Context: an optimization exercise on an open-source flow, tuned for small area and a short achievable clock period. The choices shown serve that exercise and are no tape-out recipe. At most, simulation tests tie the RTL to the original design; equivalence was not proved. No functional check of the RTL was part of runs 2 to 4.

==> flow/design.v, too long to show whole: its modules and the start of the top module <==
// module hb_filter: 1983 lines
module hb_filter(input logic clk,
                 input logic reset_n,
                 input logic signed [15:0] x_in,
                 output logic signed [15:0] y_out);
  // ...
==> flow/flow/run.sh <==
#!/bin/bash
# Standard layout; synthesis skips Yosys's early "abc -fast" so that the full-adder
# trees written in the RTL reach extract_fa unchanged; repair aims at a large setup margin.
set -euo pipefail
bash standard.sh SYNTH_ARGS=-noabc SETUP_SLACK_MARGIN=11.65 CORE_UTILIZATION=55 CTS_CLUSTER_SIZE=25 CTS_CLUSTER_DIAMETER=90 finish > standard.log 2>&1
==> flow/standard.sh <==
#!/bin/bash
# synth_recipe.tcl (not shown) runs the flow's synth.tcl, then flattens the netlist and writes it again
# the make line also repeats each setting of config.mk as NAME=value (left out here)
make -C /OpenROAD-flow-scripts/flow DESIGN_CONFIG=/design/flow/config.mk WORK_HOME=/design/flow/orfs CLKGATE_MAP_FILE= SYNTH_SCRIPT=/design/flow/synth_recipe.tcl "${@:-finish}"
==> flow/config.mk <==
export PLATFORM = sky130hd
export DESIGN_NAME = hb_filter
export DESIGN_NICKNAME = hb_filter
export VERILOG_FILES = /design/flow/design.v
export SDC_FILE = /design/flow/constraint.sdc
export NUM_CORES = 4
export LEC_CHECK = 0
export CAP_MARGIN = 20
export CORE_MARGIN = 2
export CORE_UTILIZATION = 40
export SLEW_MARGIN = 20
==> flow/constraint.sdc <==
create_clock -name core_clock -period 16.0 [get_ports {clk}]
set_input_delay 3.2000 -clock core_clock [delete_from_list [all_inputs] [get_ports {clk}]]
set_output_delay 3.2000 -clock core_clock [all_outputs]
set_load 0.01 [all_outputs]
==> run notes, run 1 <==
final design area excluding fillers approximately 34000 sq um; TritonCTS Buffers 31; post-layout worst setup margin approximately 12000 ps; met1 track demand over resource roughly two fifths; endpoint class of the critical path output port; Worst-Skew Late Latency 610 ps; setup repair after global routing missed its margin true; portion of synthesized cell area occupied by the leading cell type 35.50%; FF/Latch Area approximately 15000 sq um; net count after synthesis 2701; most used standard cells in the synthesized netlist fa_1, dfrtp_1, inv_1; number of instances resized during post-cts repair about 150; multi-input gate area in the final layout 15190 sq um; core occupancy in the finished layout 61.22%; count leader, synth fa_1; vertical die dimension 239.8 microns; Hold Path End taps[18][14]; final net count 2816; status finished clean; Top class by area multi-input gates; largest net degree at the start of global routing 116; FF-to-FF path depth 9; Place WS 10200 ps; IO buf count 33; Initial DRT Pass Iterations 5; overall routed net length 69.97 mm; overall fraction of global-route tracks in use between 20% and 30%; data required time at the worst endpoint between 10000 and 15000 ps; CP delay by family, top flip-flops; most common cell after layout, fill and taps aside fa_1; MaxCap Viol Count 0; number of placement rows 86; fraction of registers with async set/reset 76.36%; sum of met2 wire segment lengths after detailed routing around 30 mm; number of buffers inserted by hold repair at cts 0; Post-CTS Setup Repair Bufs 12; n_taps 748
==> inputs of run 2 (changes only) <==
--- a/flow/design.v
+++ b/flow/design.v
@@ -1511,22 +1511,24 @@
   assign s948 = ~c827 ^ s888 ^ ~c887;
   assign c949 = (~c827 & s888) | (~c827 & ~c887) | (s888 & ~c887);
   wire s950, c951;
   assign s950 = s834 ^ c889 ^ s890;
   assign c951 = (s834 & c889) | (s834 & s890) | (c889 & s890);
   wire s952, c953;
   assign s952 = s892 ^ c835 ^ c891;
   assign c953 = (s892 & c835) | (s892 & c891) | (c835 & c891);
-  logic r0_0_0;
-  logic r0_0_1;
-  logic r0_1_0;
-  logic r0_1_1;
+  wire c954;
+  assign c954 = s894 & u4[0];
+  wire s955, c956;
+  assign s955 = ~c895 ^ ~c954 ^ s896;
+  assign c956 = (~c895 & ~c954) | (~c895 & s896) | (~c954 & s896);
   logic r0_2_0;
   logic r0_2_1;
+  logic r0_2_2;
   logic r0_3_0;
   logic r0_3_1;
   logic r0_4_0;
   logic r0_4_1;
   logic r0_5_0;
   logic r0_5_1;
   logic r0_6_0;
   logic r0_6_1;
@@ -1575,22 +1577,19 @@
   logic r0_28_0;
   logic r0_28_1;
   logic r0_29_0;
   logic r0_29_1;
   logic r0_30_0;
   logic r0_30_1;
   always_ff @(posedge clk or negedge reset_n)
     if (~reset_n) begin
-      r0_0_0 <= 1'b1;
-      r0_0_1 <= 1'b1;
-      r0_1_0 <= 1'b0;
-      r0_1_1 <= 1'b0;
       r0_2_0 <= 1'b0;
       r0_2_1 <= 1'b1;
+      r0_2_2 <= 1'b0;
       r0_3_0 <= 1'b0;
       r0_3_1 <= 1'b1;
       r0_4_0 <= 1'b0;
       r0_4_1 <= 1'b0;
       r0_5_0 <= 1'b1;
       r0_5_1 <= 1'b1;
       r0_6_0 <= 1'b0;
       r0_6_1 <= 1'b0;
@@ -1638,22 +1637,19 @@
       r0_27_1 <= 1'b0;
       r0_28_0 <= 1'b1;
       r0_28_1 <= 1'b0;
       r0_29_0 <= 1'b0;
       r0_29_1 <= 1'b1;
       r0_30_0 <= 1'b0;
       r0_30_1 <= 1'b1;
     end else begin
-      r0_0_0 <= s894;
-      r0_0_1 <= u4[0];
-      r0_1_0 <= c895;
-      r0_1_1 <= s896;
       r0_2_0 <= c897;
       r0_2_1 <= s898;
+      r0_2_2 <= c956;
       r0_3_0 <= c899;
       r0_3_1 <= s900;
       r0_4_0 <= c901;
       r0_4_1 <= s902;
       r0_5_0 <= c903;
       r0_5_1 <= s904;
       r0_6_0 <= c905;
       r0_6_1 <= s906;
@@ -1701,283 +1697,286 @@
       r0_27_1 <= s948;
       r0_28_0 <= c949;
       r0_28_1 <= s950;
       r0_29_0 <= c951;
       r0_29_1 <= s952;
       r0_30_0 <= c953;
       r0_30_1 <= c893;
     end
-  wire s954, c955;
-  assign s954 = r0_17_0 ^ r0_17_1;
-  assign c955 = r0_17_0 & r0_17_1;
-  wire s956, c957;
-  assign s956 = r0_18_0 ^ r0_18_1;
-  assign c957 = r0_18_0 & r0_18_1;
-  wire s958, c959;
-  assign s958 = r0_6_0 ^ taps[0][4] ^ taps[0][0];
-  assign c959 = (r0_6_0 & taps[0][4]) | (r0_6_0 & taps[0][0]) | (taps[0][4] & taps[0][0]);
-  wire s960, c961;
-  assign s960 = r0_7_0 ^ r0_7_1 ^ taps[0][3];
-  assign c961 = (r0_7_0 & r0_7_1) | (r0_7_0 & taps[0][3]) | (r0_7_1 & taps[0][3]);
-  wire s962, c963;
-  assign s962 = r0_8_0 ^ r0_8_1 ^ taps[0][4];
-  assign c963 = (r0_8_0 & r0_8_1) | (r0_8_0 & taps[0][4]) | (r0_8_1 & taps[0][4]);
-  wire s964, c965;
-  assign s964 = r0_9_0 ^ taps[0][5] ^ taps[0][0];
-  assign c965 = (r0_9_0 & taps[0][5]) | (r0_9_0 & taps[0][0]) | (taps[0][5] & taps[0][0]);
-  wire s966, c967;
-  assign s966 = ~r0_9_1 ^ ~taps[0][7];
-  assign c967 = ~r0_9_1 & ~taps[0][7];
-  wire s968, c969;
-  assign s968 = r0_10_1 ^ taps[0][6] ^ taps[0][1];
-  assign c969 = (r0_10_1 & taps[0][6]) | (r0_10_1 & taps[0][1]) | (taps[0][6] & taps[0][1]);
-  wire s970, c971;
-  assign s970 = r0_10_0 ^ taps[0][8] ^ taps[0][4];
-  assign c971 = (r0_10_0 & taps[0][8]) | (r0_10_0 & taps[0][4]) | (taps[0][8] & taps[0][4]);
-  wire s972, c973;
-  assign s972 = r0_11_0 ^ r0_11_1 ^ taps[0][7];
-  assign c973 = (r0_11_0 & r0_11_1) | (r0_11_0 & taps[0][7]) | (r0_11_1 & taps[0][7]);
-  wire s974, c975;
-  assign s974 = ~taps[0][9] ^ ~taps[0][5] ^ taps[0][2];
-  assign c975 = (~taps[0][9] & ~taps[0][5]) | (~taps[0][9] & taps[0][2]) | (~taps[0][5] & taps[0][2]);
-  wire s976, c977;
-  assign s976 = r0_12_0 ^ r0_12_1 ^ taps[0][8];
-  assign c977 = (r0_12_0 & r0_12_1) | (r0_12_0 & taps[0][8]) | (r0_12_1 & taps[0][8]);
-  wire s978, c979;
-  assign s978 = ~taps[0][10] ^ ~taps[0][6] ^ taps[0][3];
-  assign c979 = (~taps[0][10] & ~taps[0][6]) | (~taps[0][10] & taps[0][3]) | (~taps[0][6] & taps[0][3]);
-  wire s980, c981;
-  assign s980 = r0_13_0 ^ r0_13_1 ^ taps[0][9];
-  assign c981 = (r0_13_0 & r0_13_1) | (r0_13_0 & taps[0][9]) | (r0_13_1 & taps[0][9]);
-  wire s982, c983;
-  assign s982 = ~taps[0][11] ^ ~taps[0][7] ^ taps[0][4];
-  assign c983 = (~taps[0][11] & ~taps[0][7]) | (~taps[0][11] & taps[0][4]) | (~taps[0][7] & taps[0][4]);
-  wire s984, c985;
-  assign s984 = r0_14_0 ^ r0_14_1 ^ taps[0][10];
-  assign c985 = (r0_14_0 & r0_14_1) | (r0_14_0 & taps[0][10]) | (r0_14_1 & taps[0][10]);
-  wire s986, c987;
-  assign s986 = ~taps[0][12] ^ ~taps[0][8] ^ taps[0][5];
-  assign c987 = (~taps[0][12] & ~taps[0][8]) | (~taps[0][12] & taps[0][5]) | (~taps[0][8] & taps[0][5]);
-  wire s988, c989;
-  assign s988 = r0_15_0 ^ r0_15_1 ^ taps[0][11];
-  assign c989 = (r0_15_0 & r0_15_1) | (r0_15_0 & taps[0][11]) | (r0_15_1 & taps[0][11]);
-  wire s990, c991;
-  assign s990 = ~taps[0][13] ^ ~taps[0][9] ^ taps[0][6];
-  assign c991 = (~taps[0][13] & ~taps[0][9]) | (~taps[0][13] & taps[0][6]) | (~taps[0][9] & taps[0][6]);
-  wire s992, c993;
-  assign s992 = r0_16_0 ^ r0_16_1 ^ taps[0][12];
-  assign c993 = (r0_16_0 & r0_16_1) | (r0_16_0 & taps[0][12]) | (r0_16_1 & taps[0][12]);
-  wire s994, c995;
-  assign s994 = ~taps[0][14] ^ ~taps[0][10] ^ taps[0][7];
-  assign c995 = (~taps[0][14] & ~taps[0][10]) | (~taps[0][14] & taps[0][7]) | (~taps[0][10] & taps[0][7]);
-  wire s996, c997;
-  assign s996 = taps[0][15] ^ taps[0][13] ^ taps[0][8];
-  assign c997 = (taps[0][15] & taps[0][13]) | (taps[0][15] & taps[0][8]) | (taps[0][13] & taps[0][8]);
-  wire s998, c999;
-  assign s998 = ~(~taps[0][11] ^ s954);
-  assign c999 = ~taps[0][11] | s954;
-  wire s1000, c1001;
-  assign s1000 = taps[0][14] ^ taps[0][9] ^ c955;
-  assign c1001 = (taps[0][14] & taps[0][9]) | (taps[0][14] & c955) | (taps[0][9] & c955);
-  wire s1002, c1003;
-  assign s1002 = ~(~taps[0][12] ^ s956);
-  assign c1003 = ~taps[0][12] | s956;
-  wire s1004, c1005;
-  assign s1004 = r0_19_0 ^ r0_19_1 ^ taps[0][10];
-  assign c1005 = (r0_19_0 & r0_19_1) | (r0_19_0 & taps[0][10]) | (r0_19_1 & taps[0][10]);
-  wire s1006, c1007;
-  assign s1006 = ~taps[0][15] ^ ~taps[0][13] ^ c957;
-  assign c1007 = (~taps[0][15] & ~taps[0][13]) | (~taps[0][15] & c957) | (~taps[0][13] & c957);
-  wire s1008, c1009;
-  assign s1008 = r0_20_0 ^ r0_20_1 ^ taps[0][11];
-  assign c1009 = (r0_20_0 & r0_20_1) | (r0_20_0 & taps[0][11]) | (r0_20_1 & taps[0][11]);
-  wire s1010, c1011;
-  assign s1010 = taps[0][14];
-  assign c1011 = taps[0][14];
-  wire s1012, c1013;
-  assign s1012 = r0_21_0 ^ taps[0][15] ^ taps[0][12];
-  assign c1013 = (r0_21_0 & taps[0][15]) | (r0_21_0 & taps[0][12]) | (taps[0][15] & taps[0][12]);
-  wire s1014, c1015;
-  assign s1014 = ~r0_22_0 ^ ~r0_22_1;
-  assign c1015 = ~r0_22_0 & ~r0_22_1;
-  wire s1016, c1017;
-  assign s1016 = ~r0_23_0 ^ ~r0_23_1;
-  assign c1017 = ~r0_23_0 & ~r0_23_1;
-  wire s1018, c1019;
-  assign s1018 = ~r0_2_0 ^ ~r0_2_1;
-  assign c1019 = ~r0_2_0 & ~r0_2_1;
-  wire s1020, c1021;
-  assign s1020 = ~r0_3_0 ^ ~r0_3_1;
-  assign c1021 = ~r0_3_0 & ~r0_3_1;
-  wire s1022, c1023;
-  assign s1022 = ~r0_4_0 ^ r0_4_1 ^ ~taps[0][2];
-  assign c1023 = (~r0_4_0 & r0_4_1) | (~r0_4_0 & ~taps[0][2]) | (r0_4_1 & ~taps[0][2]);
-  wire s1024, c1025;
-  assign s1024 = r0_5_0 ^ ~r0_5_1 ^ ~taps[0][3];
-  assign c1025 = (r0_5_0 & ~r0_5_1) | (r0_5_0 & ~taps[0][3]) | (~r0_5_1 & ~taps[0][3]);
-  wire s1026, c1027;
-  assign s1026 = ~(r0_6_1 ^ taps[0][2]);
-  assign c1027 = r0_6_1 | taps[0][2];
-  wire s1028, c1029;
-  assign s1028 = taps[0][5] ^ taps[0][1] ^ c959;
-  assign c1029 = (taps[0][5] & taps[0][1]) | (taps[0][5] & c959) | (taps[0][1] & c959);
-  wire s1030, c1031;
-  assign s1030 = ~taps[0][6] ^ ~taps[0][2] ^ c961;
-  assign c1031 = (~taps[0][6] & ~taps[0][2]) | (~taps[0][6] & c961) | (~taps[0][2] & c961);
-  wire s1032, c1033;
-  assign s1032 = s966 ^ c963 ^ s964;
-  assign c1033 = (s966 & c963) | (s966 & s964) | (c963 & s964);
-  wire s1034, c1035;
-  assign s1034 = c967 ^ c965 ^ s968;
-  assign c1035 = (c967 & c965) | (c967 & s968) | (c965 & s968);
-  wire s1036, c1037;
-  assign s1036 = c969 ^ s972 ^ s974;
-  assign c1037 = (c969 & s972) | (c969 & s974) | (s972 & s974);
-  wire s1038, c1039;
-  assign s1038 = c973 ^ c975 ^ s976;
-  assign c1039 = (c973 & c975) | (c973 & s976) | (c975 & s976);
-  wire s1040, c1041;
-  assign s1040 = c977 ^ c979 ^ s980;
-  assign c1041 = (c977 & c979) | (c977 & s980) | (c979 & s980);
-  wire s1042, c1043;
-  assign s1042 = c981 ^ c983 ^ s984;
-  assign c1043 = (c981 & c983) | (c981 & s984) | (c983 & s984);
-  wire s1044, c1045;
-  assign s1044 = c985 ^ c987 ^ s988;
-  assign c1045 = (c985 & c987) | (c985 & s988) | (c987 & s988);
-  wire s1046, c1047;
-  assign s1046 = c989 ^ c991 ^ s992;
-  assign c1047 = (c989 & c991) | (c989 & s992) | (c991 & s992);
-  wire s1048, c1049;
-  assign s1048 = c993 ^ c995 ^ s996;
-  assign c1049 = (c993 & c995) | (c993 & s996) | (c995 & s996);
-  wire s1050, c1051;
-  assign s1050 = c997 ^ c999 ^ s1002;
-  assign c1051 = (c997 & c999) | (c997 & s1002) | (c999 & s1002);
-  wire s1052, c1053;
-  assign s1052 = s1004 ^ c1003 ^ c1001;
-  assign c1053 = (s1004 & c1003) | (s1004 & c1001) | (c1003 & c1001);
-  wire s1054, c1055;
-  assign s1054 = s1010 ^ c1005 ^ s1008;
-  assign c1055 = (s1010 & c1005) | (s1010 & s1008) | (c1005 & s1008);
-  wire s1056, c1057;
-  assign s1056 = ~c1011 ^ ~r0_21_1 ^ c1009;
-  assign c1057 = (~c1011 & ~r0_21_1) | (~c1011 & c1009) | (~r0_21_1 & c1009);
-  wire s1058, c1059;
-  assign s1058 = taps[0][13] ^ s1014 ^ c1013;
-  assign c1059 = (taps[0][13] & s1014) | (taps[0][13] & c1013) | (s1014 & c1013);
-  wire s1060, c1061;
-  assign s1060 = taps[0][14] ^ c1015 ^ s1016;
-  assign c1061 = (taps[0][14] & c1015) | (taps[0][14] & s1016) | (c1015 & s1016);
-  wire s1062, c1063;
-  assign s1062 = r0_24_0 ^ r0_24_1 ^ taps[0][15];
-  assign c1063 = (r0_24_0 & r0_24_1) | (r0_24_0 & taps[0][15]) | (r0_24_1 & taps[0][15]);
-  wire s1064, c1065;
-  assign s1064 = ~r0_25_0 ^ ~r0_25_1;
-  assign c1065 = ~r0_25_0 & ~r0_25_1;
-  wire s1066, c1067;
-  assign s1066 = ~r0_26_0 ^ r0_26_1;
-  assign c1067 = ~r0_26_0 & r0_26_1;
-  wire s1068, c1069;
-  assign s1068 = r0_27_0 ^ r0_27_1;
-  assign c1069 = r0_27_0 & r0_27_1;
-  wire s1070, c1071;
-  assign s1070 = r0_28_0 ^ r0_28_1;
-  assign c1071 = r0_28_0 & r0_28_1;
-  wire s1072, c1073;
-  assign s1072 = r0_29_0 ^ r0_29_1;
-  assign c1073 = r0_29_0 & r0_29_1;
-  wire s1074, c1075;
-  assign s1074 = r0_30_0 ^ r0_30_1;
-  assign c1075 = r0_30_0 & r0_30_1;
-  wire s1076, c1077;
-  assign s1076 = ~taps[0][0] ^ s1018;
-  assign c1077 = ~taps[0][0] & s1018;
-  wire s1078, c1079;
-  assign s1078 = taps[0][1] ^ ~c1019 ^ ~s1020;
-  assign c1079 = (taps[0][1] & ~c1019) | (taps[0][1] & ~s1020) | (~c1019 & ~s1020);
-  wire s1080, c1081;
-  assign s1080 = taps[0][0] ^ c1021 ^ s1022;
-  assign c1081 = (taps[0][0] & c1021) | (taps[0][0] & s1022) | (c1021 & s1022);
-  wire s1082, c1083;
-  assign s1082 = taps[0][1] ^ c1023 ^ s1024;
-  assign c1083 = (taps[0][1] & c1023) | (taps[0][1] & s1024) | (c1023 & s1024);
-  wire s1084, c1085;
-  assign s1084 = ~s1026 ^ ~c1025 ^ s958;
-  assign c1085 = (~s1026 & ~c1025) | (~s1026 & s958) | (~c1025 & s958);
-  wire s1086, c1087;
-  assign s1086 = ~c1027 ^ ~s960 ^ s1028;
-  assign c1087 = (~c1027 & ~s960) | (~c1027 & s1028) | (~s960 & s1028);
-  wire s1088, c1089;
-  assign s1088 = ~s962 ^ c1029 ^ ~s1030;
-  assign c1089 = (~s962 & c1029) | (~s962 & ~s1030) | (c1029 & ~s1030);
-  wire s1090, c1091;
-  assign s1090 = taps[0][3] ^ ~c1031 ^ ~s1032;
-  assign c1091 = (taps[0][3] & ~c1031) | (taps[0][3] & ~s1032) | (~c1031 & ~s1032);
-  wire s1092, c1093;
-  assign s1092 = s970 ^ ~c1033 ^ ~s1034;
-  assign c1093 = (s970 & ~c1033) | (s970 & ~s1034) | (~c1033 & ~s1034);
-  wire s1094, c1095;
-  assign s1094 = c971 ^ ~c1035 ^ ~s1036;
-  assign c1095 = (c971 & ~c1035) | (c971 & ~s1036) | (~c1035 & ~s1036);
-  wire s1096, c1097;
-  assign s1096 = s978 ^ c1037 ^ s1038;
-  assign c1097 = (s978 & c1037) | (s978 & s1038) | (c1037 & s1038);
-  wire s1098, c1099;
-  assign s1098 = s982 ^ c1039 ^ s1040;
-  assign c1099 = (s982 & c1039) | (s982 & s1040) | (c1039 & s1040);
-  wire s1100, c1101;
-  assign s1100 = s986 ^ c1041 ^ s1042;
-  assign c1101 = (s986 & c1041) | (s986 & s1042) | (c1041 & s1042);
-  wire s1102, c1103;
-  assign s1102 = s990 ^ c1043 ^ s1044;
-  assign c1103 = (s990 & c1043) | (s990 & s1044) | (c1043 & s1044);
-  wire s1104, c1105;
-  assign s1104 = s994 ^ c1045 ^ s1046;
-  assign c1105 = (s994 & c1045) | (s994 & s1046) | (c1045 & s1046);
-  wire s1106, c1107;
-  assign s1106 = s998 ^ c1047 ^ s1048;
-  assign c1107 = (s998 & c1047) | (s998 & s1048) | (c1047 & s1048);
-  wire s1108, c1109;
-  assign s1108 = s1000 ^ c1049 ^ s1050;
-  assign c1109 = (s1000 & c1049) | (s1000 & s1050) | (c1049 & s1050);
-  wire s1110, c1111;
-  assign s1110 = s1006 ^ c1051 ^ s1052;
-  assign c1111 = (s1006 & c1051) | (s1006 & s1052) | (c1051 & s1052);
-  wire s1112, c1113;
-  assign s1112 = c1007 ^ s1054 ^ c1053;
-  assign c1113 = (c1007 & s1054) | (c1007 & c1053) | (s1054 & c1053);
-  wire s1114, c1115;
-  assign s1114 = s1012 ^ c1055 ^ s1056;
-  assign c1115 = (s1012 & c1055) | (s1012 & s1056) | (c1055 & s1056);
-  wire s1116, c1117;
-  assign s1116 = ~(c1057 ^ s1058);
-  assign c1117 = c1057 | s1058;
-  wire s1118, c1119;
-  assign s1118 = ~(s1060 ^ c1059);
-  assign c1119 = s1060 | c1059;
-  wire s1120, c1121;
-  assign s1120 = ~c1017 ^ s1062 ^ ~c1061;
-  assign c1121 = (~c1017 & s1062) | (~c1017 & ~c1061) | (s1062 & ~c1061);
-  wire s1122, c1123;
-  assign s1122 = ~(s1064 ^ ~c1063);
-  assign c1123 = s1064 | ~c1063;
-  wire s1124, c1125;
-  assign s1124 = ~(c1065 ^ s1066);
-  assign c1125 = c1065 | s1066;
-  wire s1126, c1127;
-  assign s1126 = ~(c1067 ^ s1068);
-  assign c1127 = c1067 | s1068;
-  wire s1128, c1129;
-  assign s1128 = ~(c1069 ^ s1070);
-  assign c1129 = c1069 | s1070;
-  wire s1130, c1131;
-  assign s1130 = ~(c1071 ^ s1072);
-  assign c1131 = c1071 | s1072;
-  wire s1132, c1133;
-  assign s1132 = ~(c1073 ^ s1074);
-  assign c1133 = c1073 | s1074;
-  wire [30:0] ca1 = {c1131, c1129, c1127, c1125, c1123, ~c1121, c1119, c1117, c1115, c1113, c1111, c1109, c1107, c1105, c1103, c1101, c1099, c1097, ~c1095, ~c1093, ~c1091, ~c1089, ~c1087, ~c1085, c1083, c1081, ~c1079, c1077, s1076, r0_1_0, r0_0_0};
-  wire [30:0] cb1 = {s1132, s1130, s1128, s1126, s1124, s1122, ~s1120, s1118, s1116, s1114, s1112, s1110, s1108, s1106, s1104, s1102, s1100, s1098, s1096, ~s1094, ~s1092, ~s1090, ~s1088, ~s1086, ~s1084, s1082, s1080, ~s1078, 1'b1, ~r0_1_1, r0_0_1};
-  wire [30:0] cs1 = ca1 + cb1;
-  always_ff @(posedge clk) y_out <= cs1[30:15];
+  wire s957, c958;
+  assign s957 = r0_17_0 ^ r0_17_1;
+  assign c958 = r0_17_0 & r0_17_1;
+  wire s959, c960;
+  assign s959 = r0_18_0 ^ r0_18_1;
+  assign c960 = r0_18_0 & r0_18_1;
+  wire s961, c962;
+  assign s961 = ~r0_2_0 ^ ~r0_2_1;
+  assign c962 = ~r0_2_0 & ~r0_2_1;
+  wire s963, c964;
+  assign s963 = r0_6_0 ^ taps[0][4] ^ taps[0][0];
+  assign c964 = (r0_6_0 & taps[0][4]) | (r0_6_0 & taps[0][0]) | (taps[0][4] & taps[0][0]);
+  wire s965, c966;
+  assign s965 = r0_7_0 ^ r0_7_1 ^ taps[0][3];
+  assign c966 = (r0_7_0 & r0_7_1) | (r0_7_0 & taps[0][3]) | (r0_7_1 & taps[0][3]);
+  wire s967, c968;
+  assign s967 = r0_8_0 ^ r0_8_1 ^ taps[0][4];
+  assign c968 = (r0_8_0 & r0_8_1) | (r0_8_0 & taps[0][4]) | (r0_8_1 & taps[0][4]);
+  wire s969, c970;
+  assign s969 = r0_9_0 ^ taps[0][5] ^ taps[0][0];
+  assign c970 = (r0_9_0 & taps[0][5]) | (r0_9_0 & taps[0][0]) | (taps[0][5] & taps[0][0]);
+  wire s971, c972;
+  assign s971 = ~r0_9_1 ^ ~taps[0][7];
+  assign c972 = ~r0_9_1 & ~taps[0][7];
+  wire s973, c974;
+  assign s973 = r0_10_1 ^ taps[0][6] ^ taps[0][1];
+  assign c974 = (r0_10_1 & taps[0][6]) | (r0_10_1 & taps[0][1]) | (taps[0][6] & taps[0][1]);
+  wire s975, c976;
+  assign s975 = r0_10_0 ^ taps[0][8] ^ taps[0][4];
+  assign c976 = (r0_10_0 & taps[0][8]) | (r0_10_0 & taps[0][4]) | (taps[0][8] & taps[0][4]);
+  wire s977, c978;
+  assign s977 = r0_11_0 ^ r0_11_1 ^ taps[0][7];
+  assign c978 = (r0_11_0 & r0_11_1) | (r0_11_0 & taps[0][7]) | (r0_11_1 & taps[0][7]);
+  wire s979, c980;
+  assign s979 = ~taps[0][9] ^ ~taps[0][5] ^ taps[0][2];
+  assign c980 = (~taps[0][9] & ~taps[0][5]) | (~taps[0][9] & taps[0][2]) | (~taps[0][5] & taps[0][2]);
+  wire s981, c982;
+  assign s981 = r0_12_0 ^ r0_12_1 ^ taps[0][8];
+  assign c982 = (r0_12_0 & r0_12_1) | (r0_12_0 & taps[0][8]) | (r0_12_1 & taps[0][8]);
+  wire s983, c984;
+  assign s983 = ~taps[0][10] ^ ~taps[0][6] ^ taps[0][3];
+  assign c984 = (~taps[0][10] & ~taps[0][6]) | (~taps[0][10] & taps[0][3]) | (~taps[0][6] & taps[0][3]);
+  wire s985, c986;
+  assign s985 = r0_13_0 ^ r0_13_1 ^ taps[0][9];
+  assign c986 = (r0_13_0 & r0_13_1) | (r0_13_0 & taps[0][9]) | (r0_13_1 & taps[0][9]);
+  wire s987, c988;
+  assign s987 = ~taps[0][11] ^ ~taps[0][7] ^ taps[0][4];
+  assign c988 = (~taps[0][11] & ~taps[0][7]) | (~taps[0][11] & taps[0][4]) | (~taps[0][7] & taps[0][4]);
+  wire s989, c990;
+  assign s989 = r0_14_0 ^ r0_14_1 ^ taps[0][10];
+  assign c990 = (r0_14_0 & r0_14_1) | (r0_14_0 & taps[0][10]) | (r0_14_1 & taps[0][10]);
+  wire s991, c992;
+  assign s991 = ~taps[0][12] ^ ~taps[0][8] ^ taps[0][5];
+  assign c992 = (~taps[0][12] & ~taps[0][8]) | (~taps[0][12] & taps[0][5]) | (~taps[0][8] & taps[0][5]);
+  wire s993, c994;
+  assign s993 = r0_15_0 ^ r0_15_1 ^ taps[0][11];
+  assign c994 = (r0_15_0 & r0_15_1) | (r0_15_0 & taps[0][11]) | (r0_15_1 & taps[0][11]);
+  wire s995, c996;
+  assign s995 = ~taps[0][13] ^ ~taps[0][9] ^ taps[0][6];
+  assign c996 = (~taps[0][13] & ~taps[0][9]) | (~taps[0][13] & taps[0][6]) | (~taps[0][9] & taps[0][6]);
+  wire s997, c998;
+  assign s997 = r0_16_0 ^ r0_16_1 ^ taps[0][12];
+  assign c998 = (r0_16_0 & r0_16_1) | (r0_16_0 & taps[0][12]) | (r0_16_1 & taps[0][12]);
+  wire s999, c1000;
+  assign s999 = ~taps[0][14] ^ ~taps[0][10] ^ taps[0][7];
+  assign c1000 = (~taps[0][14] & ~taps[0][10]) | (~taps[0][14] & taps[0][7]) | (~taps[0][10] & taps[0][7]);
+  wire s1001, c1002;
+  assign s1001 = taps[0][15] ^ taps[0][13] ^ taps[0][8];
+  assign c1002 = (taps[0][15] & taps[0][13]) | (taps[0][15] & taps[0][8]) | (taps[0][13] & taps[0][8]);
+  wire s1003, c1004;
+  assign s1003 = ~(~taps[0][11] ^ s957);
+  assign c1004 = ~taps[0][11] | s957;
+  wire s1005, c1006;
+  assign s1005 = taps[0][14] ^ taps[0][9] ^ c958;
+  assign c1006 = (taps[0][14] & taps[0][9]) | (taps[0][14] & c958) | (taps[0][9] & c958);
+  wire s1007, c1008;
+  assign s1007 = ~(~taps[0][12] ^ s959);
+  assign c1008 = ~taps[0][12] | s959;
+  wire s1009, c1010;
+  assign s1009 = r0_19_0 ^ r0_19_1 ^ taps[0][10];
+  assign c1010 = (r0_19_0 & r0_19_1) | (r0_19_0 & taps[0][10]) | (r0_19_1 & taps[0][10]);
+  wire s1011, c1012;
+  assign s1011 = ~taps[0][15] ^ ~taps[0][13] ^ c960;
+  assign c1012 = (~taps[0][15] & ~taps[0][13]) | (~taps[0][15] & c960) | (~taps[0][13] & c960);
+  wire s1013, c1014;
+  assign s1013 = r0_20_0 ^ r0_20_1 ^ taps[0][11];
+  assign c1014 = (r0_20_0 & r0_20_1) | (r0_20_0 & taps[0][11]) | (r0_20_1 & taps[0][11]);
+  wire s1015, c1016;
+  assign s1015 = taps[0][14];
+  assign c1016 = taps[0][14];
+  wire s1017, c1018;
+  assign s1017 = r0_21_0 ^ taps[0][15] ^ taps[0][12];
+  assign c1018 = (r0_21_0 & taps[0][15]) | (r0_21_0 & taps[0][12]) | (taps[0][15] & taps[0][12]);
+  wire s1019, c1020;
+  assign s1019 = ~r0_22_0 ^ ~r0_22_1;
+  assign c1020 = ~r0_22_0 & ~r0_22_1;
+  wire s1021, c1022;
+  assign s1021 = ~r0_23_0 ^ ~r0_23_1;
+  assign c1022 = ~r0_23_0 & ~r0_23_1;
+  wire s1023, c1024;
+  assign s1023 = ~r0_2_2 ^ ~taps[0][0];
+  assign c1024 = ~r0_2_2 & ~taps[0][0];
+  wire s1025, c1026;
+  assign s1025 = r0_3_0 ^ r0_3_1 ^ taps[0][1];
+  assign c1026 = (r0_3_0 & r0_3_1) | (r0_3_0 & taps[0][1]) | (r0_3_1 & taps[0][1]);
+  wire s1027, c1028;
+  assign s1027 = ~r0_4_0 ^ r0_4_1 ^ ~taps[0][2];
+  assign c1028 = (~r0_4_0 & r0_4_1) | (~r0_4_0 & ~taps[0][2]) | (r0_4_1 & ~taps[0][2]);
+  wire s1029, c1030;
+  assign s1029 = r0_5_0 ^ ~r0_5_1 ^ ~taps[0][3];
+  assign c1030 = (r0_5_0 & ~r0_5_1) | (r0_5_0 & ~taps[0][3]) | (~r0_5_1 & ~taps[0][3]);
+  wire s1031, c1032;
+  assign s1031 = ~(r0_6_1 ^ taps[0][2]);
+  assign c1032 = r0_6_1 | taps[0][2];
+  wire s1033, c1034;
+  assign s1033 = taps[0][5] ^ taps[0][1] ^ c964;
+  assign c1034 = (taps[0][5] & taps[0][1]) | (taps[0][5] & c964) | (taps[0][1] & c964);
+  wire s1035, c1036;
+  assign s1035 = ~taps[0][6] ^ ~taps[0][2] ^ c966;
+  assign c1036 = (~taps[0][6] & ~taps[0][2]) | (~taps[0][6] & c966) | (~taps[0][2] & c966);
+  wire s1037, c1038;
+  assign s1037 = s971 ^ c968 ^ s969;
+  assign c1038 = (s971 & c968) | (s971 & s969) | (c968 & s969);
+  wire s1039, c1040;
+  assign s1039 = c972 ^ c970 ^ s973;
+  assign c1040 = (c972 & c970) | (c972 & s973) | (c970 & s973);
+  wire s1041, c1042;
+  assign s1041 = c974 ^ s977 ^ s979;
+  assign c1042 = (c974 & s977) | (c974 & s979) | (s977 & s979);
+  wire s1043, c1044;
+  assign s1043 = c978 ^ c980 ^ s981;
+  assign c1044 = (c978 & c980) | (c978 & s981) | (c980 & s981);
+  wire s1045, c1046;
+  assign s1045 = c982 ^ c984 ^ s985;
+  assign c1046 = (c982 & c984) | (c982 & s985) | (c984 & s985);
+  wire s1047, c1048;
+  assign s1047 = c986 ^ c988 ^ s989;
+  assign c1048 = (c986 & c988) | (c986 & s989) | (c988 & s989);
+  wire s1049, c1050;
+  assign s1049 = c990 ^ c992 ^ s993;
+  assign c1050 = (c990 & c992) | (c990 & s993) | (c992 & s993);
+  wire s1051, c1052;
+  assign s1051 = c994 ^ c996 ^ s997;
+  assign c1052 = (c994 & c996) | (c994 & s997) | (c996 & s997);
+  wire s1053, c1054;
+  assign s1053 = c998 ^ c1000 ^ s1001;
+  assign c1054 = (c998 & c1000) | (c998 & s1001) | (c1000 & s1001);
+  wire s1055, c1056;
+  assign s1055 = c1002 ^ c1004 ^ s1007;
+  assign c1056 = (c1002 & c1004) | (c1002 & s1007) | (c1004 & s1007);
+  wire s1057, c1058;
+  assign s1057 = s1009 ^ c1008 ^ c1006;
+  assign c1058 = (s1009 & c1008) | (s1009 & c1006) | (c1008 & c1006);
+  wire s1059, c1060;
+  assign s1059 = s1015 ^ c1010 ^ s1013;
+  assign c1060 = (s1015 & c1010) | (s1015 & s1013) | (c1010 & s1013);
+  wire s1061, c1062;
+  assign s1061 = ~c1016 ^ ~r0_21_1 ^ c1014;
+  assign c1062 = (~c1016 & ~r0_21_1) | (~c1016 & c1014) | (~r0_21_1 & c1014);
+  wire s1063, c1064;
+  assign s1063 = taps[0][13] ^ s1019 ^ c1018;
+  assign c1064 = (taps[0][13] & s1019) | (taps[0][13] & c1018) | (s1019 & c1018);
+  wire s1065, c1066;
+  assign s1065 = taps[0][14] ^ c1020 ^ s1021;
+  assign c1066 = (taps[0][14] & c1020) | (taps[0][14] & s1021) | (c1020 & s1021);
+  wire s1067, c1068;
+  assign s1067 = r0_24_0 ^ r0_24_1 ^ taps[0][15];
+  assign c1068 = (r0_24_0 & r0_24_1) | (r0_24_0 & taps[0][15]) | (r0_24_1 & taps[0][15]);
+  wire s1069, c1070;
+  assign s1069 = ~r0_25_0 ^ ~r0_25_1;
+  assign c1070 = ~r0_25_0 & ~r0_25_1;
+  wire s1071, c1072;
+  assign s1071 = ~r0_26_0 ^ r0_26_1;
+  assign c1072 = ~r0_26_0 & r0_26_1;
+  wire s1073, c1074;
+  assign s1073 = r0_27_0 ^ r0_27_1;
+  assign c1074 = r0_27_0 & r0_27_1;
+  wire s1075, c1076;
+  assign s1075 = r0_28_0 ^ r0_28_1;
+  assign c1076 = r0_28_0 & r0_28_1;
+  wire s1077, c1078;
+  assign s1077 = r0_29_0 ^ r0_29_1;
+  assign c1078 = r0_29_0 & r0_29_1;
+  wire s1079, c1080;
+  assign s1079 = r0_30_0 ^ r0_30_1;
+  assign c1080 = r0_30_0 & r0_30_1;
+  wire s1081, c1082;
+  assign s1081 = s1023 ^ s961;
+  assign c1082 = s1023 & s961;
+  wire s1083, c1084;
+  assign s1083 = ~c1024 ^ ~c962 ^ s1025;
+  assign c1084 = (~c1024 & ~c962) | (~c1024 & s1025) | (~c962 & s1025);
+  wire s1085, c1086;
+  assign s1085 = ~taps[0][0] ^ c1026 ^ ~s1027;
+  assign c1086 = (~taps[0][0] & c1026) | (~taps[0][0] & ~s1027) | (c1026 & ~s1027);
+  wire s1087, c1088;
+  assign s1087 = taps[0][1] ^ c1028 ^ s1029;
+  assign c1088 = (taps[0][1] & c1028) | (taps[0][1] & s1029) | (c1028 & s1029);
+  wire s1089, c1090;
+  assign s1089 = ~s1031 ^ ~c1030 ^ s963;
+  assign c1090 = (~s1031 & ~c1030) | (~s1031 & s963) | (~c1030 & s963);
+  wire s1091, c1092;
+  assign s1091 = ~c1032 ^ ~s965 ^ s1033;
+  assign c1092 = (~c1032 & ~s965) | (~c1032 & s1033) | (~s965 & s1033);
+  wire s1093, c1094;
+  assign s1093 = ~s967 ^ c1034 ^ ~s1035;
+  assign c1094 = (~s967 & c1034) | (~s967 & ~s1035) | (c1034 & ~s1035);
+  wire s1095, c1096;
+  assign s1095 = taps[0][3] ^ ~c1036 ^ ~s1037;
+  assign c1096 = (taps[0][3] & ~c1036) | (taps[0][3] & ~s1037) | (~c1036 & ~s1037);
+  wire s1097, c1098;
+  assign s1097 = s975 ^ ~c1038 ^ ~s1039;
+  assign c1098 = (s975 & ~c1038) | (s975 & ~s1039) | (~c1038 & ~s1039);
+  wire s1099, c1100;
+  assign s1099 = c976 ^ ~c1040 ^ ~s1041;
+  assign c1100 = (c976 & ~c1040) | (c976 & ~s1041) | (~c1040 & ~s1041);
+  wire s1101, c1102;
+  assign s1101 = s983 ^ c1042 ^ s1043;
+  assign c1102 = (s983 & c1042) | (s983 & s1043) | (c1042 & s1043);
+  wire s1103, c1104;
+  assign s1103 = s987 ^ c1044 ^ s1045;
+  assign c1104 = (s987 & c1044) | (s987 & s1045) | (c1044 & s1045);
+  wire s1105, c1106;
+  assign s1105 = s991 ^ c1046 ^ s1047;
+  assign c1106 = (s991 & c1046) | (s991 & s1047) | (c1046 & s1047);
+  wire s1107, c1108;
+  assign s1107 = s995 ^ c1048 ^ s1049;
+  assign c1108 = (s995 & c1048) | (s995 & s1049) | (c1048 & s1049);
+  wire s1109, c1110;
+  assign s1109 = s999 ^ c1050 ^ s1051;
+  assign c1110 = (s999 & c1050) | (s999 & s1051) | (c1050 & s1051);
+  wire s1111, c1112;
+  assign s1111 = s1003 ^ c1052 ^ s1053;
+  assign c1112 = (s1003 & c1052) | (s1003 & s1053) | (c1052 & s1053);
+  wire s1113, c1114;
+  assign s1113 = s1005 ^ c1054 ^ s1055;
+  assign c1114 = (s1005 & c1054) | (s1005 & s1055) | (c1054 & s1055);
+  wire s1115, c1116;
+  assign s1115 = s1011 ^ c1056 ^ s1057;
+  assign c1116 = (s1011 & c1056) | (s1011 & s1057) | (c1056 & s1057);
+  wire s1117, c1118;
+  assign s1117 = c1012 ^ s1059 ^ c1058;
+  assign c1118 = (c1012 & s1059) | (c1012 & c1058) | (s1059 & c1058);
+  wire s1119, c1120;
+  assign s1119 = s1017 ^ c1060 ^ s1061;
+  assign c1120 = (s1017 & c1060) | (s1017 & s1061) | (c1060 & s1061);
+  wire s1121, c1122;
+  assign s1121 = ~(c1062 ^ s1063);
+  assign c1122 = c1062 | s1063;
+  wire s1123, c1124;
+  assign s1123 = ~(s1065 ^ c1064);
+  assign c1124 = s1065 | c1064;
+  wire s1125, c1126;
+  assign s1125 = ~c1022 ^ s1067 ^ ~c1066;
+  assign c1126 = (~c1022 & s1067) | (~c1022 & ~c1066) | (s1067 & ~c1066);
+  wire s1127, c1128;
+  assign s1127 = ~(s1069 ^ ~c1068);
+  assign c1128 = s1069 | ~c1068;
+  wire s1129, c1130;
+  assign s1129 = ~(c1070 ^ s1071);
+  assign c1130 = c1070 | s1071;
+  wire s1131, c1132;
+  assign s1131 = ~(c1072 ^ s1073);
+  assign c1132 = c1072 | s1073;
+  wire s1133, c1134;
+  assign s1133 = ~(c1074 ^ s1075);
+  assign c1134 = c1074 | s1075;
+  wire s1135, c1136;
+  assign s1135 = ~(c1076 ^ s1077);
+  assign c1136 = c1076 | s1077;
+  wire s1137, c1138;
+  assign s1137 = ~(c1078 ^ s1079);
+  assign c1138 = c1078 | s1079;
+  wire [28:0] ca1 = {c1136, c1134, c1132, c1130, c1128, ~c1126, c1124, c1122, c1120, c1118, c1116, c1114, c1112, c1110, c1108, c1106, c1104, c1102, ~c1100, ~c1098, ~c1096, ~c1094, ~c1092, ~c1090, c1088, ~c1086, ~c1084, c1082, s1081};
+  wire [28:0] cb1 = {s1137, s1135, s1133, s1131, s1129, s1127, ~s1125, s1123, s1121, s1119, s1117, s1115, s1113, s1111, s1109, s1107, s1105, s1103, s1101, ~s1099, ~s1097, ~s1095, ~s1093, ~s1091, ~s1089, s1087, ~s1085, ~s1083, 1'b1};
+  wire [28:0] cs1 = ca1 + cb1;
+  always_ff @(posedge clk) y_out <= cs1[28:13];
 endmodule
==> flow/flow/run.sh (replaced) <==
#!/bin/bash
# Standard layout; synthesis skips Yosys's early "abc -fast" so that the full-adder
# trees written in the RTL reach extract_fa unchanged; repair aims at a large setup margin.
set -euo pipefail
bash standard.sh SYNTH_ARGS=-noabc SETUP_SLACK_MARGIN=11.65 CORE_UTILIZATION=55 CTS_CLUSTER_SIZE=20 CTS_CLUSTER_DIAMETER=80 finish > standard.log 2>&1
==> run notes, run 2 <==
worst hold path class reg2reg (unchanged); data required time at the worst endpoint 12800 ps (about the same); share of cell area taken by muxes after synthesis 0.06455% (was 0.06953%); antenna violations before repair 5 (was 4); Syn Inst Count 2079 (was 2005); root buffer cell clkbuf_16 (unchanged); placeable core region 56060 sq um (was 55090 sq um); achievable clock frequency 232.6 MHz (was 234.2 MHz); portion of synthesized cell area occupied by the leading cell type 34.94% (was 35.50%); count of nets left with antenna violations after detail routing 0 (unchanged); minimum setup slack among reg-to-reg paths 11730 ps (was 11760 ps); final setup vio count 0 (unchanged); CP delay by family, top flip-flops (unchanged); cell at the slowest stage of the critical path dfxtp_1 (unchanged); per-cell routed wire length 25.08 microns (was 24.17 microns); overall fraction of global-route tracks in use 27.20% (was 26.19%); actual transition at the worst max-transition pin 962.7 ps (was 832.8 ps); post-synthesis average cell area 14.92 sq um (was 15.26 sq um); crit path time final 4300 ps (was 4270 ps); number of flip-flops and latches in the synthesized netlist 602 (was 605); Final Slew Violations 0 (unchanged); xor/xnor share of the synthesized area 2.231% (was 2.319%); highest fanout seen on the critical path 1 (unchanged); initial core utilization 55.32% (was 55.53%); cell chain of the critical path clkdlybuf4s15_2 (was buf_2); nature of the critical path startpoint flop (unchanged); global-route wire length before repair 109.8 mm (was 105.9 mm); most common cell after layout, fill and taps aside fa_1 (unchanged); commonest non-fill, non-tap cells in the layout fa_1, dfrtp_1, inv_1 (unchanged); number of buffers between clock root and the deepest sink 3 (unchanged); number of DRC markers after the initial detailed-route iteration 963 (was 850); number of library cell types mapped by synthesis 63 (was 53); Largest register FFs 400 (unchanged); clock tree sinks 602 (was 605); final number of hold-violating endpoints 0 (unchanged); classification of the worst setup path reg2out (unchanged); largest net degree at the start of global routing 87 (was 116); most area-consuming cells after synthesis dfrtp_1, fa_1, dfxtp_1 (unchanged); Horiz. Die Dim 241.5 microns (was 239.8 microns); clock input transition at the sequential cells of the worst setup and hold paths 80 ps (was 100 ps); fillers 4332 (was 4256); Worst-Skew Late Latency 580 ps (was 610 ps); clock tree from TritonCTS done (unchanged); worst stage delay on the critical path 320 ps (was 330 ps); Post-Route Skew 19.09 ps (was 20.33 ps); share of cells above drive strength 1 10.34% (was 13.01%); MaxCap Viol Count 0 (unchanged); number of enable-type register cells in the synthesized netlist 0 (unchanged); FF-to-FF path depth 9 (unchanged); net count after synthesis 2775 (was 2701); count leader, synth fa_1 (unchanged); sequential share of the synthesized area 46.37% (was 47.26%); startpoint of the most critical register-to-register path w35[10] (unchanged); post-synthesis share of cell area spent on and, or, nand and nor gates 2.344% (was 2.192%); CTS H-tree lvls 2 (was 1); arrival time worst endpoint 1100 ps (was 1070 ps); Hold Path End w4[0] (was taps[18][14]); overall routed net length 73.83 mm (was 69.97 mm); register ranked first by flip-flop count taps (unchanged); TritonCTS Buffers 38 (was 31); adder-cell share of the synthesized area 39.97% (was 40.49%); Post-DP HPWL 60.58 mm (was 57.29 mm); most used standard cells in the synthesized netlist fa_1, dfrtp_1, inv_1 (unchanged); endpoint class of the critical path output port (unchanged); Synth Area in Compound Gates 4.753% (was 3.460%); Post-synth top flop dfrtp_1 (unchanged); number of global-route vias before repair 16930 (was 16690); netlist area before placement 31010 sq um (was 30590 sq um); WHS Path Cells 0 (unchanged); capture instance of the worst register-to-register path r0_11_1 (was r0_20_1); total number of vias 15360 (was 14760); I/O pin count 34 (unchanged); DRC violations left 0 (unchanged); vertical die dimension 241.5 microns (was 239.8 microns); YS warnings 2 (unchanged); period utilisation layout 26.88% (was 26.69%); buffers and inverters on the worst path 1 (unchanged); worst slew margin relative to its limit 35.82% (was 44.34%); area enclosed by the die boundary 58300 sq um (was 57530 sq um); IO buf count 33 (unchanged); gr ovfl total 0 (unchanged); detailed-route vias per instance 5.217 (was 5.097); final net count 2853 (was 2816); largest registers taps x400, w4 x20, w35 x19 (unchanged); accumulated negative setup slack 0 ps (unchanged); Worst Hold Launch taps[24][0] (was taps[17][14]); setup repair after global routing missed its margin true (unchanged); Initial DRT Pass Iterations 4 (was 5); Syn-to-layout area delta 9.211% (was 10.25%); number of buffers inserted by hold repair at cts 0 (unchanged); placer's final routability congestion estimate 0.9290 (was 0.9300); number of placement rows 87 (was 86); top cell type by total area after synthesis dfrtp_1 (unchanged); main combinational cell family by area after synthesis adder cells (unchanged); status finished clean (unchanged); fraction of registers with async set/reset 76.25% (was 76.36%)
run 2: cell types whose count changed after synthesis, moves of 9 or more:
cell     delta
nor2_1     +10
a21oi_1    +11
o21ai_0    +23
a21o_1     +15
o21ai_1     -9
a31oi_1    +10
run 2: worst max path at each step:
stage | start | endpoint | slack [ps] | cells past startpoint
2_1_floorplan | u6_c | r0_16_1 | 11890 | 11
3_3_place_gp | reset_n | taps[20][10] | 10470 | 3
3_5_place_dp | reset_n | taps[20][9] | 10380 | 3
4_1_cts | taps[16][0] | w4[16] | 11650 | 16
5_1_grt | reset_n | taps[0][15] | 11590 | 2
6_report | y_out[2] | y_out[2] | 11700 | 1
run 2: cell families after synthesis:
kind of cell / count (synthesis)
AO/OA/AOI/OAI: 218
XOR/XNOR: 79
adder cells (fa/ha/maj): 678
buffers and inverters: 350
flip-flops: 602
multiplexers: 2
AND/OR/NAND/NOR: 150
run 2: through the flow:
stage	worst slack (ps)	hold WS [ps]	util (%)	instance area [sq um]	std cells
floorplan	11890	324.2	-	31010	2079
global placement	10470	325.6	57.60	32290	2865
detailed placement	10380	329.4	57.60	32290	2865
CTS	11650	348.1	60.04	33660	2936
global route	11590	355.1	60.41	33860	2942
finish	11700	346.0	60.42	33870	2944
run 2: layout make-up:
cell class,count,area (sq um),area share (%)
Timing Repair Buffer,46,391.6,1.156
Multi-Input combinational cell,1127,15540,45.90
Tap cell,756,945.9,2.793
Inverter,342,1284,3.790
Antenna cell,2,5.005,0.01478
Clock buffer,61,1057,3.122
Clock inverter,8,130.1,0.3842
Sequential cell,602,14510,42.84
run 2: timing repair:
action | 4_1_cts | 5_1_grt
buffers inserted | 2 | 6
resized for setup | 122 | 82
endpoints found under the setup margin | 202 | 198
pin swaps | 4 | 10
run 2: routing by layer:
metal,track usage (%),share of wire [%]
met2,40.63,45
met1,41.10,47
met5,0,0
met4,6.491,2.4
met3,6.358,5.6
==> inputs of run 3 (changes only) <==
==> flow/flow/run.sh (replaced) <==
#!/bin/bash
# Standard layout; synthesis skips Yosys's early "abc -fast" so that the full-adder
# trees written in the RTL reach extract_fa unchanged; repair aims at a large setup margin.
set -euo pipefail
bash standard.sh SYNTH_ARGS=-noabc SETUP_SLACK_MARGIN=11.65 CORE_UTILIZATION=50 CTS_CLUSTER_SIZE=25 CTS_CLUSTER_DIAMETER=90 finish > standard.log 2>&1
==> run notes, run 3 <==
placer's final routability congestion estimate 0.9347 (was 0.9290); nature of the critical path startpoint flop (unchanged); Syn-to-layout area delta 9.473% (was 9.211%); initial core utilization 50.44% (was 55.32%); Crit. Startpoint y_out[7] (was y_out[2]); final setup vio count 0 (unchanged); setup repair after global routing missed its margin true (unchanged); clock input transition at the sequential cells of the worst setup and hold paths 90 ps (was 80 ps); number of library cell types mapped by synthesis 63 (unchanged); highest fanout seen on the critical path 1 (unchanged); cell at the slowest stage of the critical path dfxtp_1 (unchanged); critical path capture point y_out[7] (was y_out[2]); classification of the worst setup path reg2out (unchanged); net count after synthesis 2775 (unchanged); data required time at the worst endpoint 12800 ps (about the same); fraction of registers with async set/reset 76.25% (unchanged); largest registers taps x400, w4 x20, w35 x19 (unchanged); number of buffers between clock root and the deepest sink 3 (unchanged); post-synthesis average cell area 14.92 sq um (unchanged); most used standard cells in the synthesized netlist fa_1, dfrtp_1, inv_1 (unchanged); placeable core region 61480 sq um (was 56060 sq um); CP delay by family, top flip-flops (unchanged); share of cells above drive strength 1 10.51% (was 10.34%); critical path depth 1 (unchanged); buffers and inverters on the worst path 1 (unchanged); Syn Inst Count 2079 (unchanged); final net count 2857 (was 2853); overall fraction of global-route tracks in use 24.73% (was 27.20%); final number of hold-violating endpoints 0 (unchanged); achievable clock frequency 232.5 MHz (was 232.6 MHz); endpoint class of the critical path output port (unchanged); detailed-route vias per instance 5.246 (was 5.217); CTS H-tree lvls 2 (unchanged); FF-to-FF path depth 16 (was 9); per-cell routed wire length 24.73 microns (was 25.08 microns); antenna violations before repair 7 (was 5); minimum setup slack among reg-to-reg paths 11710 ps (was 11730 ps); register ranked first by flip-flop count taps (unchanged); Initial DRT Pass Iterations 7 (was 4); overall routed net length 73.65 mm (was 73.83 mm); arrival time worst endpoint 1100 ps (about the same); worst slew margin relative to its limit 34.93% (was 35.82%); global-route wire length before repair 112.0 mm (was 109.8 mm); clock tree from TritonCTS done (unchanged); Final Slew Violations 0 (unchanged); root buffer cell clkbuf_16 (unchanged); post-layout worst setup margin 11700 ps (about the same); most area-consuming cells after synthesis dfrtp_1, fa_1, dfxtp_1 (unchanged); Post-DP HPWL 59.71 mm (was 60.58 mm); Largest register FFs 400 (unchanged); clock tree sinks 602 (unchanged); TritonCTS Buffers 35 (was 38); count leader, synth fa_1 (unchanged); Post-synth top flop dfrtp_1 (unchanged); I/O pin count 34 (unchanged); vertical die dimension 253.0 microns (was 241.5 microns); Horiz. Die Dim 253.0 microns (was 241.5 microns); number of placement rows 91 (was 87); tightest hold margin 336.5 ps (was 346.0 ps); MaxCap Viol Count 0 (unchanged); top cell type by total area after synthesis dfrtp_1 (unchanged); final std cells w/o fill 2978 (was 2944); largest net degree at the start of global routing 188 (was 87); crit path time final 4301 ps (was 4300 ps); Place WS 11010 ps (was 10380 ps); number of DRC markers after the initial detailed-route iteration 1173 (was 963); Post-Route Skew 32.87 ps (was 19.09 ps); worst hold path class reg2reg (unchanged); sequential share of the synthesized area 46.37% (unchanged); DRC violations left 0 (unchanged); period utilisation layout 26.88% (about the same); placed cell count 2897 (was 2865); number of buffers inserted by hold repair at cts 0 (unchanged); gr ovfl total 0 (unchanged); diode insertion count for antenna repair 0 (was 2); number of enable-type register cells in the synthesized netlist 0 (unchanged); status finished clean (unchanged); total number of vias 15620 (was 15360); netlist area before placement 31010 sq um (unchanged); actual transition at the worst max-transition pin 976.1 ps (was 962.7 ps); number of flip-flops and latches in the synthesized netlist 602 (unchanged); cell chain of the critical path clkdlybuf4s15_1 (was clkdlybuf4s15_2); count of nets left with antenna violations after detail routing 0 (unchanged); IO buf count 33 (unchanged); YS warnings 2 (unchanged); startpoint of the most critical register-to-register path taps[8][0] (was w35[10]); most common cell after layout, fill and taps aside fa_1 (unchanged); portion of synthesized cell area occupied by the leading cell type 34.94% (unchanged); commonest non-fill, non-tap cells in the layout fa_1, dfrtp_1, inv_1 (unchanged); capture instance of the worst register-to-register path w35[18] (was r0_11_1); number of global-route vias before repair 17520 (was 16930); area enclosed by the die boundary 64030 sq um (was 58300 sq um); worst stage delay on the critical path 310 ps (was 320 ps); Worst-Skew Late Latency 590 ps (was 580 ps); accumulated negative setup slack 0 ps (unchanged)
-- run 3: worst min path at each step --
stage,from,end,slack [ps],cells after the start
floorplan,taps[24][0],w4[0],320,0
global placement,taps[24][0],w4[0],330,0
detailed placement,taps[24][0],w4[0],330,0
CTS,taps[15][3],taps[16][3],340,0
global route,taps[5][3],taps[6][3],350,0
finish,taps[15][3],taps[16][3],340,0
-- run 3: kinds of logic (layout without fill, tap and decap cells) --
kind of cell / Yosys count / after routing / synth area share (%)
mux: 2 / 2 / 0.06456
fa+ha+maj: 678 / 678 / 39.97
flops: 602 / 602 / 46.37
buf+inv: 350 / 459 / 4.269
simple gates: 150 / 150 / 2.344
compound gates: 218 / 218 / 4.753
xor+xnor: 79 / 79 / 2.231
-- run 3: repair_timing --
item | in CTS | in global routing
buffers inserted | 2 | 14
endpoints found under the setup margin | 70 | 299
cloned | 0 | 1
hold endpoints to repair | 0 | 0
gates resized for setup | 96 | 97
pin swaps | 6 | 15
-- run 3: layout make-up --
cell class              count  area (sq um)
clock inverters             9         136.4
flip-flops and latches    602         14530
repair buffers             53         465.4
multi-input cells        1127         15540
fillers                  4970         27530
well taps                 790         988.4
clock buffers              55          1003
inverters                 342          1284
-- run 3: per-layer routing --
layer,track usage (%),up-vias,share of wire [%]
li1,-,6639,-
met3,3.279,112,4.4
met5,0,-,0
met4,7.253,0,3.2
met2,38.70,376,46
met1,36.68,8495,46
-- run 3: metrics by stage --
stage | area, sq um | utilization (%)
floorplan | 31010 | -
global placement | 32330 | 52.58
detailed placement | 32330 | 52.58
finish | 33950 | 55.22
global route | 33950 | 55.22
CTS | 33640 | 54.71
==> inputs of run 4 (changes only) <==
==> flow/flow/run.sh (replaced) <==
#!/bin/bash
# Standard layout; synthesis skips Yosys's early "abc -fast" so that the full-adder
# trees written in the RTL reach extract_fa unchanged; repair aims at a large setup margin.
set -euo pipefail
bash standard.sh SYNTH_ARGS=-noabc SETUP_SLACK_MARGIN=11.65 CORE_UTILIZATION=55 CTS_CLUSTER_SIZE=25 CTS_CLUSTER_DIAMETER=90 finish > standard.log 2>&1
==> run notes, run 4 <==
top cell type by total area after synthesis dfrtp_1 (unchanged); total number of vias 15340 (was 15620); area enclosed by the die boundary 58300 sq um (was 64030 sq um); status finished clean (unchanged); vertical die dimension 241.5 microns (was 253.0 microns); total cell area at the placement stage 32290 sq um (was 32330 sq um); most common cell after layout, fill and taps aside fa_1 (unchanged); period utilisation layout 26.79% (was 26.88%); DRC violations left 0 (unchanged); met2 GRT Util 40.28% (was 38.70%); Largest register FFs 400 (unchanged); largest registers taps x400, w4 x20, w35 x19 (unchanged); TritonCTS Buffers 31 (was 35); buffers and inverters on the worst path 1 (unchanged); register ranked first by flip-flop count taps (unchanged); Syn Inst Count 2079 (unchanged); post-synthesis average cell area 14.92 sq um (unchanged); Initial DRT Pass Iterations 5 (was 7); count leader, synth fa_1 (unchanged); worst stage delay on the critical path 330 ps (was 310 ps); largest net degree at the start of global routing 87 (was 188); number of library cell types mapped by synthesis 63 (unchanged); endpoint class of the critical path output port (unchanged); final net count 2851 (was 2857); met3 GRT Util 5.800% (was 3.279%); antenna violations before repair 4 (was 7); data required time at the worst endpoint 12800 ps (about the same); global-route wire length before repair 109.1 mm (was 112.0 mm); final number of hold-violating endpoints 0 (unchanged); actual transition at the worst max-transition pin 975.7 ps (was 976.1 ps); most used standard cells in the synthesized netlist fa_1, dfrtp_1, inv_1 (unchanged); fraction of registers with async set/reset 76.25% (unchanged); portion of synthesized cell area occupied by the leading cell type 34.94% (unchanged); Post-synth top flop dfrtp_1 (unchanged); gr ovfl total 0 (unchanged); cell at the slowest stage of the critical path dfxtp_1 (unchanged); arrival time worst endpoint 1090 ps (was 1100 ps); Post-DP HPWL 60.58 mm (was 59.71 mm); Horiz. Die Dim 241.5 microns (was 253.0 microns); classification of the worst setup path reg2out (unchanged); Final Slew Violations 0 (unchanged); worst hold path class reg2reg (unchanged); GRT busiest layer met1 (was met2); CP delay by family, top flip-flops (unchanged); netlist area before placement 31010 sq um (unchanged); clock tree sinks 602 (unchanged); number of flip-flops and latches in the synthesized netlist 602 (unchanged); final setup vio count 0 (unchanged); clock input transition at the sequential cells of the worst setup and hold paths 100 ps (was 90 ps); achievable clock frequency 233.3 MHz (was 232.5 MHz); number of buffers inserted by hold repair at cts 0 (unchanged); clock tree from TritonCTS done (unchanged); nature of the critical path startpoint flop (unchanged); YS warnings 2 (unchanged); Worst-Skew Late Latency 640 ps (was 590 ps); highest fanout seen on the critical path 1 (unchanged); number of enable-type register cells in the synthesized netlist 0 (unchanged); initial core utilization 55.32% (was 50.44%); worst slew margin relative to its limit 34.96% (was 34.93%); accumulated negative setup slack 0 ps (unchanged); CTS H-tree lvls 1 (was 2); number of global-route vias before repair 16780 (was 17520); number of buffers between clock root and the deepest sink 3 (unchanged); setup repair after global routing missed its margin true (unchanged); overall fraction of global-route tracks in use 26.92% (was 24.73%); IO buf count 33 (unchanged); MaxCap Viol Count 0 (unchanged); cell chain of the critical path buf_2 (was clkdlybuf4s15_1); placeable core region 56060 sq um (was 61480 sq um); final design area excluding fillers 33670 sq um (was 33950 sq um); I/O pin count 34 (unchanged); commonest non-fill, non-tap cells in the layout fa_1, dfrtp_1, inv_1 (unchanged); per-cell routed wire length 25.04 microns (was 24.73 microns); most area-consuming cells after synthesis dfrtp_1, fa_1, dfxtp_1 (unchanged); net count after synthesis 2775 (unchanged); root buffer cell clkbuf_16 (unchanged); Syn-to-layout area delta 8.586% (was 9.473%); count of nets left with antenna violations after detail routing 0 (unchanged); share of cells above drive strength 1 10.18% (was 10.51%); number of DRC markers after the initial detailed-route iteration 828 (was 1173); sequential share of the synthesized area 46.37% (unchanged); Post-Route Skew 34.54 ps (was 32.87 ps); overall routed net length 73.55 mm (was 73.65 mm); placer's final routability congestion estimate 0.9290 (was 0.9347); number of placement rows 87 (was 91); detailed-route vias per instance 5.224 (was 5.246); met1 track demand over resource 41.25% (was 36.68%); crit path time final 4287 ps (was 4301 ps)
[run 4: layout make-up]
class	count	area (sq um)
flip-flops and latches	602	14530
diodes	1	2.502
multi-input cells	1127	15520
clock inverters	10	123.9
inverters	342	1284
clock buffers	48	860.8
repair buffers	51	412.9
well taps	756	945.9
fillers	4361	22390
[run 4: cells by family after synthesis]
group	count (synthesis)	share of synthesized area, %
multiplexers	2	0.06456
buffers and inverters	350	4.269
adder cells (fa/ha/maj)	678	39.97
AO/OA/AOI/OAI	218	4.753
flip-flops	602	46.37
AND/OR/NAND/NOR	150	2.344
XOR/XNOR	79	2.231
[run 4: layer usage]
layer  wire, microns  vias up
met5               0        -
met4            1519        0
met3            4505       76
met2           32720      355
met1           34800     8260
li1                -     6651
[run 4: worst paths after layout]
path	startpoint	endpoint	slack (ps)	cells after the start
max in group asynchronous	reset_n	taps[0][13]	11960	2
worst max register to register	u1_h[4]	r0_13_1	11730	9
worst min register to register	taps[17][13]	taps[18][13]	340	0
worst max-delay path	y_out[12]	y_out[12]	11710	1
min in group asynchronous	reset_n	taps[4][3]	2510	1
worst min-delay path	taps[17][13]	taps[18][13]	340	0
[run 4: what timing repair did]
action	4_1_cts	5_1_grt
buffers inserted	2	11
pin swaps	5	4
gates cloned	0	0
gates resized for setup	133	74
endpoints found under the setup margin	203	188
[run 4: worst reg2reg max path, stage by stage, from the launching register on]
cell,delay [ps]
dfxtp_1,620
fa_1,530
fa_1,430
fa_1,580
fa_1,450
fa_1,530
inv_1,50
fa_1,460
fa_1,510
inv_1,40
[run 4: through the flow]
| step | hold slack (ps) | instances | setup WS [ps] | utilization (%) |
|---|---|---|---|---|
| after floorplan | 324.2 | 2079 | 11890 | - |
| after global placement | 325.6 | 2865 | 10470 | 57.60 |
| after detailed placement | 329.4 | 2865 | 10380 | 57.60 |
| after CTS | 345.7 | 2925 | 11650 | 59.59 |
| after global routing | 349.2 | 2936 | 11590 | 60.06 |
| final | 335.5 | 2937 | 11710 | 60.07 |

what the ideal ports hide:
Ports are ideal in the flow. The routed layouts listed here were re-timed in OpenROAD. Step 1, drivers: a clkbuf_16 drives clk and a buf_2 each remaining input, both assumed. Step 2 moves the port delays by t, midway between the first and last clock arrival at a register: inputs arrive t later, outputs are due t later. That takes back most of the time a late clock gives input paths. Three values: ideal, step 1, step 2; two values: the first two.
run	shift t [ns]	setup WS [ns]	worst setup path after step 2	clock arrival spread, ns	worst slew at a driven data input, ns
run 1	0.663	11.730 / 11.671 / 11.387	input, reset recovery	0.020 / 0.020	0.06
run 2	0.636	11.700 / 11.638 / 11.275	input, reset recovery	0.021 / 0.020	0.05
run 3	0.635	11.699 / 11.635 / 11.352	input, reset recovery	0.033 / 0.033	0.05
run 4	0.686	11.713 / 11.654 / 11.283	input, reset recovery	0.034 / 0.035	0.05
After both steps every run listed still meets setup and hold. The setup slack of run 4, which loses most, moves by -0.059 ns with the drivers and by -0.430 ns with both steps. The worst setup slack also covers recovery checks on asynchronous resets.
